From an optimization exercise on the open Yosys and OpenROAD flow, aimed at small area, a short achievable clock period and few clock cycles; shortcuts taken in it are not production practice.
No functional check of the RTL was part of any run shown here.

## flow/design.v (module list and top-level ports; edited modules follow where they fit)
// module mult: 1975 lines
// module mult_fa: 4 lines
// module mult_ha: 4 lines
module mult #(parameter XLEN = 32, parameter NUM_STAGE = 4)
(
    input clock, reset,
    input start,
    input [1:0] sign,
    input [XLEN-1:0] mcand, mplier,
    output [(2*XLEN)-1:0] product,
    output logic done
);
  // ...
==> flow/flow/run.sh <==
#!/bin/bash
set -euo pipefail
bash standard.sh SETUP_SLACK_MARGIN=6.6 "BUFFER_PORTS_ARGS=-buffer_cell sky130_fd_sc_hd__buf_2" finish > flow_make.log 2>&1
==> flow/standard.sh <==
#!/bin/bash
# synth_recipe.tcl (not shown) runs the flow's synth.tcl, then flattens the netlist and writes it again
# the make line also repeats each setting of config.mk as NAME=value (left out here)
make -C /OpenROAD-flow-scripts/flow DESIGN_CONFIG=/design/flow/config.mk WORK_HOME=/design/flow/orfs CLKGATE_MAP_FILE= SYNTH_SCRIPT=/design/flow/synth_recipe.tcl "${@:-finish}"
==> flow/config.mk <==
export PLATFORM = sky130hd
export DESIGN_NAME = mult
export DESIGN_NICKNAME = mult
export VERILOG_FILES = /design/flow/design.v
export SDC_FILE = /design/flow/constraint.sdc
export NUM_CORES = 4
export LEC_CHECK = 0
export ABC_AREA = 1
export CAP_MARGIN = 20
export CORE_MARGIN = 2
export CORE_UTILIZATION = 40
export PLACE_DENSITY = 0.6
export SLEW_MARGIN = 20
export SYNTH_HIERARCHICAL = 1
==> flow/constraint.sdc <==
create_clock -name core_clock -period 10.0 [get_ports {clock}]
set_input_delay 2.0000 -clock core_clock [delete_from_list [all_inputs] [get_ports {clock}]]
set_output_delay 2.0000 -clock core_clock [all_outputs]
set_load 0.01 [all_outputs]
==> key figures, run 1 <==
Worst setup path
  – FF-to-FF Start: neg[5]
  – Worst path top cell family by delay: adder cells
  – Crit path buf inv count: 1
  – Crit path depth: 6
  – Crit path cell chain: buf_4, xor2_1, fa_1, fa_1, fa_1, fa_1
  – R2R Setup Slk: 6.60 ns
  – Slowest-stage cell, CP: buf_4
  – Setup crit start: neg[5]

Timing
  – Worst Tran Pin Value: 0.831 ns
  – Fin. max-slew vios: 0
  – RSZ-0062 raised after global routing: yes

Synth
  – Ys async rst share: 0%
  – Cell count after synthesis: 3687
  – Ys Warns: 7
  – Yosys top cell area share: 29.0%
  – Synth Area in XOR/XNOR: approximately 16%

Global routing
  – First-pass GRT wire length: between 150 and 200 mm
  – GR Util met3: 8.74%
  – Met1 track demand over resource: 35.2%
  – Number of global-route vias before repair: 27.9k

Final layout
  – Highest-count cells in the layout ignoring fill and taps: 629 x nand2_1, 593 x xor2_1, 512 x o22ai_1
  – CLK BUF: 60
  – Fin area: 36800 µm²
  – Number of multi-input logic gates: 2684

Outcome
  – Status: no timing/DRC/antenna violations

Clock network
  – CTS tree: built
  – Post-CTS Resized: 19

Placed design
  – RePlAce Congestion: 0.948
  – Placed Area: 35000 µm²

Job
  – MaxCap Viol Count: 0

Die
  – Die X: 293 µm
  – Row count: 105

Hold path
  – Worst Hold Depth: 2
  – Hold Path Sink: vld[1]

Drt
  – DRT antenna net count: 0
==> run 2: changes to the inputs <==
--- a/flow/config.mk
+++ b/flow/config.mk
@@ -11,2 +11,4 @@
 export CORE_UTILIZATION = 40
+export CTS_CLUSTER_DIAMETER = 100
+export CTS_CLUSTER_SIZE = 20
 export PLACE_DENSITY = 0.6
==> run 2 against run 1 <==
Effect of this change: global-route usage fell by 0.20 points; critical endpoint unchanged; via count fell by 0.64%; sequential cell count unchanged; first-iteration DRC count grew 0.51%; routed wire length down 0.41%; worst hold slack improved by 0.0033 ns; clock-buffer cell count decreased by 30; setup slack lost 0.035 ns; non-clock buffer count stayed put; largest cell class unchanged; register-to-register slack got worse by 0.03 ns.
==> key figures, run 2 <==
Die
  – Number of I/O pins: between 100 and 150
  – Row count: 105 (unchanged)
  – Initial Utilization: 40.5%
  – Core footprint: 82400 µm²
  – Die X: 293 µm (unchanged)
  – DIE AREA: 85800 µm²
  – Die Ht: 293 µm

Final layout
  – Biggest regs: t4 (212), p (64), ar (33)
  – Fraction of layout cells with a size suffix above 1: a little over a tenth
  – Filler instances: 8005
  – Most common cell after layout, fill and taps aside: nand2_1
  – Final net count: 4353
  – Max reg flops: 212
  – FF+latch area: 7280 µm²
  – Area of the multi-input gates: 23700 µm²
  – Final instance count without filler cells: roughly 4.8k
  – Top reg by flops: t4
  – Area grow syn2layout: 8.45%
  – Highest-count cells in the layout ignoring fill and taps: 629 x nand2_1, 593 x xor2_1, 512 x o22ai_1

Drt
  – Routed WL per cell: 24.7 µm
  – DR DRC count: 0
  – DRT antenna net count: 0 (unchanged)
  – Detailed-routing iteration count for the pre-antenna-repair pass: 6
  – Via density: 5.64
  – Detailed Route WL: 118 mm
  – Via count: 27.0k
  – DRT iter0 DRCs: 2937

Worst setup path
  – Setup CP Type: reg2reg
  – Crit path launch type: register
  – Crit end category: register
  – Max Fanout on Critical Path: 35
  – Crit path required time: 10.48 ns
  – CP Data Arrival Time: approximately 3.9 ns

Clock network
  – Clock Tree Root: clkbuf_16
  – Num CTS Buffers: 27
  – Clock Sinks: about 360
  – Cts hold-fix bufs: 0
  – Htree depth: 1
  – Clock latency (worst-skew pair): 0.61 ns
  – Max Buffers Root-to-Sink: 3
  – Clock transition at path regs: 0.08 ns
  – CTS tree: built

Timing
  – Final period util: roughly 34%
  – Final setup vio count: 0
  – Final number of hold-violating endpoints: 0
  – Worst Tran Pin Value: 0.833 ns (+0.00248 ns)
  – Fin. max-slew vios: 0 (unchanged)
  – Post-layout min period: 3.43 ns
  – Skew final: 0.0316 ns
  – Fin Setup TNS: 0 ns
  – RSZ-0062 raised after global routing: yes
  – Max-Slew Margin vs Limit: 44.4%
  – FMAX: between 0.2 and 0.3 GHz
  – Worst hold slack: 0.406 ns

Placed design
  – Dpl hpwl: 81.8 mm
  – PortBufs: 133
  – Number of instances in the placed design: 4718
  – RePlAce Congestion: 0.948 (unchanged)

Synth
  – Synth Register Bits: 362
  – Most frequent cell after synthesis: nand2_1
  – Sequential area share after synthesis: 21.7%
  – Ranking of synthesized cells by area: fa_1 29%, dfxtp_1 22%, xor2_1 16%
  – Synth area leader: fa_1
  – Commonest cells in the netlist: 629 x nand2_1, 593 x xor2_1, 512 x o22ai_1, 484 x fa_1, 382 x inv_1
  – Synthesized area: 33400 µm²
  – Yosys cell types: 28
  – Number of synthesized flops with an enable pin: 0
  – Post-synth top flop: dfxtp_1
  – Ys Warns: 7 (unchanged)
  – Cell count after synthesis: 3687 (unchanged)
  – Yosys top cell area share: 29.0% (unchanged)
  – Ys async rst share: 0% (unchanged)
  – Syn_area_per_cell: 9.05 µm²

Outcome
  – Status: no timing/DRC/antenna violations

Global routing
  – Number of global-route vias before repair: 27.6k (-0.99%)
  – Initial antenna violation count: 2
  – First-pass GRT wire length: 176 mm (-0.32%)
  – GRT Util Overall: between 20% and 30%
  – Grt ovf: 0
  – Largest net degree at the start of global routing: 36

Hold path
  – HP Class: reg2reg

Job
  – MaxCap Viol Count: 0 (unchanged)
run 2: changes by cell type in the layout (fill, tap and decap cells not counted), sizes merged:
cell	before	now
clkbuf	60	30
bufinv	5	1
clkinv	17	14
inv	378	380
diode	2	3
run 2: through the flow:
stage / setup slack (ns) / utilization [%] / instance area (µm²)
finish: 6.57 / 44.0 / 36200
global route: 6.59 / 43.9 / 36200
CTS: 6.60 / 43.8 / 36100
detailed placement: 5.66 / 42.5 / 35000
global placement: 5.68 / 42.5 / 35000
floorplan: 6.92 / - / 33400
run 2: per-module statistics from Yosys, one instance, submodules excluded:
module,times used,flip-flops and latches
mult,1,362
mult_ha,43,0
mult_fa,484,0
run 2: path summary, 6_finish.rpt:
kind | startpoint | depth (start not counted) | slack (ns) | end
max reg2reg | neg[5] | 6 | 6.57 | t4[169]
min reg2reg | vld[0] | 2 | 0.41 | vld[1]
min | vld[0] | 2 | 0.41 | vld[1]
max | neg[5] | 6 | 6.57 | t4[169]
run 2: worst max-delay path: stages, from the launching register on:
cell,delay (ns)
dfxtp_2,0.31
buf_4,0.60
xor2_1,0.55
fa_1,0.53
fa_1,0.43
fa_1,0.44
fa_1,0.46
run 2: logic make-up after synthesis:
family                     Yosys count  synth area share (%)
AOI/OAI and AO/OA                  575                  10.6
other                                1                0.0112
muxes                               14                 0.472
xor gates and xnor gates           610                  16.0
adders and majority gates          587                  32.9
buffers and inverters              656                  7.57
DFF                                362                  21.7
and+or+nand+nor                    882                  10.8
run 2: what timing repair did:
action / in CTS / in global routing
setup endpoints to repair: 123 / 36
gates resized for setup: 22 / 41
buffers inserted: 16 / 4
run 2: final cells by class:
type,count,share of cell area [%]
multi-input combinational,2684,65.4
tap,1070,3.70
clock buffer,30,1.98
antenna,3,0.0207
inverter,392,4.22
timing repair buffer,230,4.12
sequential,362,20.1
clock inverter,13,0.467
run 2: layer usage:
metal  vias to the layer above  GRT usage (%)  wire, µm
li1                      11800              -         -
met1                     13200           35.3     46700
met2                      1674           41.7     51300
met3                       341           8.82     14100
met4                         2           12.1      5770
met5                         -              0        76
==> run 3: changes to the inputs <==
--- a/flow/config.mk
+++ b/flow/config.mk
@@ -11,4 +11,4 @@
 export CORE_UTILIZATION = 40
-export CTS_CLUSTER_DIAMETER = 100
-export CTS_CLUSTER_SIZE = 20
+export CTS_CLUSTER_DIAMETER = 150
+export CTS_CLUSTER_SIZE = 25
 export PLACE_DENSITY = 0.6
==> run 3 against run 2 <==
Effect of this change: die area stayed put; area after synthesis is the same; critical path depth unchanged; non-clock buffer count unchanged; sequential share of layout area rose by 0.18 points; clock skew increased by 0.0046 ns; utilization fell by 0.41 points.
==> key figures, run 3 <==
Global routing
  – Largest net degree at the start of global routing: 36 (unchanged)
  – First-pass GRT wire length: 175 mm (about the same)
  – Initial antenna violation count: 4 (+2)
  – Grt ovf: 0 (unchanged)
  – Number of global-route vias before repair: 27.6k (-0.28%)
  – GRT Util Overall: 27.3% (+0.038 points)

Die
  – Core footprint: 82400 µm² (unchanged)
  – DIE AREA: 85800 µm² (unchanged)
  – Die Ht: 293 µm (unchanged)
  – Die X: 293 µm (unchanged)
  – Initial Utilization: 40.5% (unchanged)
  – Row count: 105 (unchanged)
  – Number of I/O pins: 134 (unchanged)

Final layout
  – Most common cell after layout, fill and taps aside: nand2_1
  – Final net count: 4345 (-0.18%)
  – Max reg flops: 212 (unchanged)
  – Top reg by flops: t4
  – Biggest regs: t4 (212), p (64), ar (33)
  – Area of the multi-input gates: 23700 µm² (about the same)
  – Fraction of layout cells with a size suffix above 1: 9.99% (-0.46 points)
  – Filler instances: 8032 (+0.34%)
  – Final instance count without filler cells: 4763 (-0.44%)
  – Highest-count cells in the layout ignoring fill and taps: 628 x nand2_1, 593 x xor2_1, 512 x o22ai_1
  – FF+latch area: 7280 µm² (about the same)
  – Fin area: 35900 µm² (-0.92%)
  – Final core utilization: 43.5% (-0.41 points)
  – Area grow syn2layout: 7.45%

Timing
  – Final number of hold-violating endpoints: 0 (unchanged)
  – PnR worst setup slack: 6.61 ns (+0.0377 ns)
  – RSZ-0062 raised after global routing: no
  – Final setup vio count: 0 (unchanged)
  – Worst Tran Pin Value: 0.856 ns (+0.0228 ns)
  – Post-layout min period: 3.39 ns (-0.0377 ns)
  – Max-Slew Margin vs Limit: 42.9% (-1.5 points)
  – Final period util: 33.9% (-0.38 points)
  – Fin Setup TNS: 0 ns (unchanged)
  – Skew final: 0.0361 ns (+0.00457 ns)
  – Fin. max-slew vios: 0 (unchanged)
  – FMAX: 0.295 GHz (+1.1%)

Synth
  – Commonest cells in the netlist: 629 x nand2_1, 593 x xor2_1, 512 x o22ai_1, 484 x fa_1, 382 x inv_1
  – Number of synthesized flops with an enable pin: 0 (unchanged)
  – Yosys top cell area share: 29.0% (unchanged)
  – Ranking of synthesized cells by area: fa_1 29%, dfxtp_1 22%, xor2_1 16%
  – Post-synth top flop: dfxtp_1
  – Syn_area_per_cell: 9.05 µm² (unchanged)
  – Sequential area share after synthesis: 21.7% (unchanged)
  – Ys Warns: 7 (unchanged)
  – Synth Register Bits: 362 (unchanged)
  – Cell count after synthesis: 3687 (unchanged)
  – Synthesized area: 33400 µm² (unchanged)
  – Most frequent cell after synthesis: nand2_1
  – Ys async rst share: 0% (unchanged)
  – Synth area leader: fa_1
  – Yosys cell types: 28 (unchanged)

Drt
  – DRT antenna net count: 0 (unchanged)
  – Detailed-routing iteration count for the pre-antenna-repair pass: 6 (unchanged)
  – Via count: 27.0k (+0.044%)
  – Via density: 5.67 (+0.49%)
  – DR DRC count: 0 (unchanged)
  – Detailed Route WL: 118 mm (about the same)
  – DRT iter0 DRCs: 2912 (-0.85%)
  – Routed WL per cell: 24.8 µm (+0.51%)

Worst setup path
  – Max Fanout on Critical Path: 35 (unchanged)
  – Setup crit start: neg[5]
  – Slowest-stage cell, CP: buf_4
  – Crit path launch type: register
  – CP Data Arrival Time: 3.87 ns (-0.04 ns)
  – Crit path required time: 10.47 ns (about the same)
  – Most used cell, CP: fa_1
  – Setup CP Type: reg2reg
  – Critical Path Max Stage Delay: 0.59 ns (about the same)
  – Crit path cell chain: buf_4, xor2_1, fa_1, fa_1, fa_1, fa_1
  – FF-to-FF Start: neg[5]
  – Crit end category: register

Clock network
  – Clock Sinks: 362 (unchanged)
  – Clock transition at path regs: 0.11 ns (+0.03 ns)
  – Clock Tree Root: clkbuf_16
  – Clock latency (worst-skew pair): 0.59 ns (-0.02 ns)
  – Htree depth: 1 (unchanged)
  – CTS tree: built
  – Num CTS Buffers: 19 (-30%)
  – Max Buffers Root-to-Sink: 3 (unchanged)

Placed design
  – Setup WS pre-CTS: 5.66 ns (unchanged)
  – Placed Area: 35000 µm² (unchanged)
  – PortBufs: 133 (unchanged)
  – Number of instances in the placed design: 4718 (unchanged)
  – RePlAce Congestion: 0.948 (unchanged)
  – Dpl hpwl: 81.8 mm (unchanged)

Hold path
  – HP Class: reg2reg
  – Hold Startpoint: vld[0]

Job
  – MaxCap Viol Count: 0 (unchanged)

Outcome
  – Status: no timing/DRC/antenna violations
==> run 3: changes by cell type in the layout (fill, tap and decap cells not counted), sizes merged <==
cell and delta:
clkinv -7, inv -2, diode -2, clkbuf -10
==> run 3: repair_timing <==
action	CTS	global route
setup endpoints to repair	123	40
buffers inserted	16	4
hold buffers	0	0
gates resized for setup	21	42
==> run 3: final timing paths <==
kind              to  slack, ns  cells past startpoint
max          t4[169]       6.61                      6
max reg2reg  t4[169]       6.61                      6
min reg2reg   vld[1]       0.41                      2
min           vld[1]       0.41                      2
==> run 3: Yosys stat by module, one instance, submodules excluded <==
module | flops+latches | area, µm² | copies in the design | cells
mult | 362 | 23200 | 1 | 3160
mult_ha | 0 | 12.5 | 43 | 1
mult_fa | 0 | 20.0 | 484 | 1
==> run 3: cells by family (layout without fill, tap and decap cells) <==
| family | count (synthesis) | after routing | share of synthesized area (%) |
|---|---|---|---|
| AO/OA/AOI/OAI | 575 | 575 | 10.6 |
| XOR/XNOR | 610 | 610 | 16.0 |
| adder cells (fa/ha/maj) | 587 | 587 | 32.9 |
| buffers and inverters | 656 | 646 | 7.57 |
| flip-flops | 362 | 362 | 21.7 |
| multiplexers | 14 | 14 | 0.472 |
| other | 1 | 17 | 0.0112 |
| AND/OR/NAND/NOR | 882 | 882 | 10.8 |
==> run 3: stage by stage <==
step,hold WS (ns)
global route,0.430
finish,0.408
detailed placement,0.397
global placement,0.391
CTS,0.412
floorplan,0.329
==> run 3: cell type report <==
type                       count  area share [%]
multi-input combinational   2684            66.0
tap                         1070            3.73
clock inverter                 4           0.136
clock buffer                  20            1.36
sequential                   362            20.3
timing repair buffer         230            4.15
inverter                     392            4.32
antenna                        1         0.00698
==> run 3: critical path: cells and delay by family, from the launching register on <==
family | cells | cell delay, ns
buffers and inverters | 1 | 0.59
adder cells (fa/ha/maj) | 4 | 1.86
flip-flops | 1 | 0.31
XOR/XNOR | 1 | 0.54
==> run 3: metal layers <==
metal | track usage [%] | up-vias | wire, µm
li1 | - | 11800 | -
met1 | 35.8 | 13100 | 46900
met2 | 42.1 | 1714 | 51500
met3 | 7.87 | 353 | 14000
met4 | 11.7 | 4 | 5680
met5 | 0 | - | 27

[what the ideal ports hide]
In the flow no input, the clock included, has a driving cell. The finished layouts below were timed again as built, in two steps.
Step 1 assumes that a clkbuf_16 drives the clock port and a buf_2 every other input.
Step 2 adds t to the input delays and takes it off the output delays; t is the mean of the earliest and latest rising clock arrival at the registers after step 1. Input paths then give back, and output paths get back, about the clock's delay inside the block.
Slacks: ideal / step 1 / step 2; pairs: ideal / step 1.
run	t (ns)	slack for setup (ns)	worst setup path after step 2	cell pins on the clock port's net
run 1	0.651	6.605 / 6.605 / 6.605	register to register	1
run 2	0.657	6.570 / 6.570 / 6.570	register to register	1
run 3	0.635	6.608 / 6.608 / 6.608	register to register	1
After both steps every run listed still meets setup and hold.
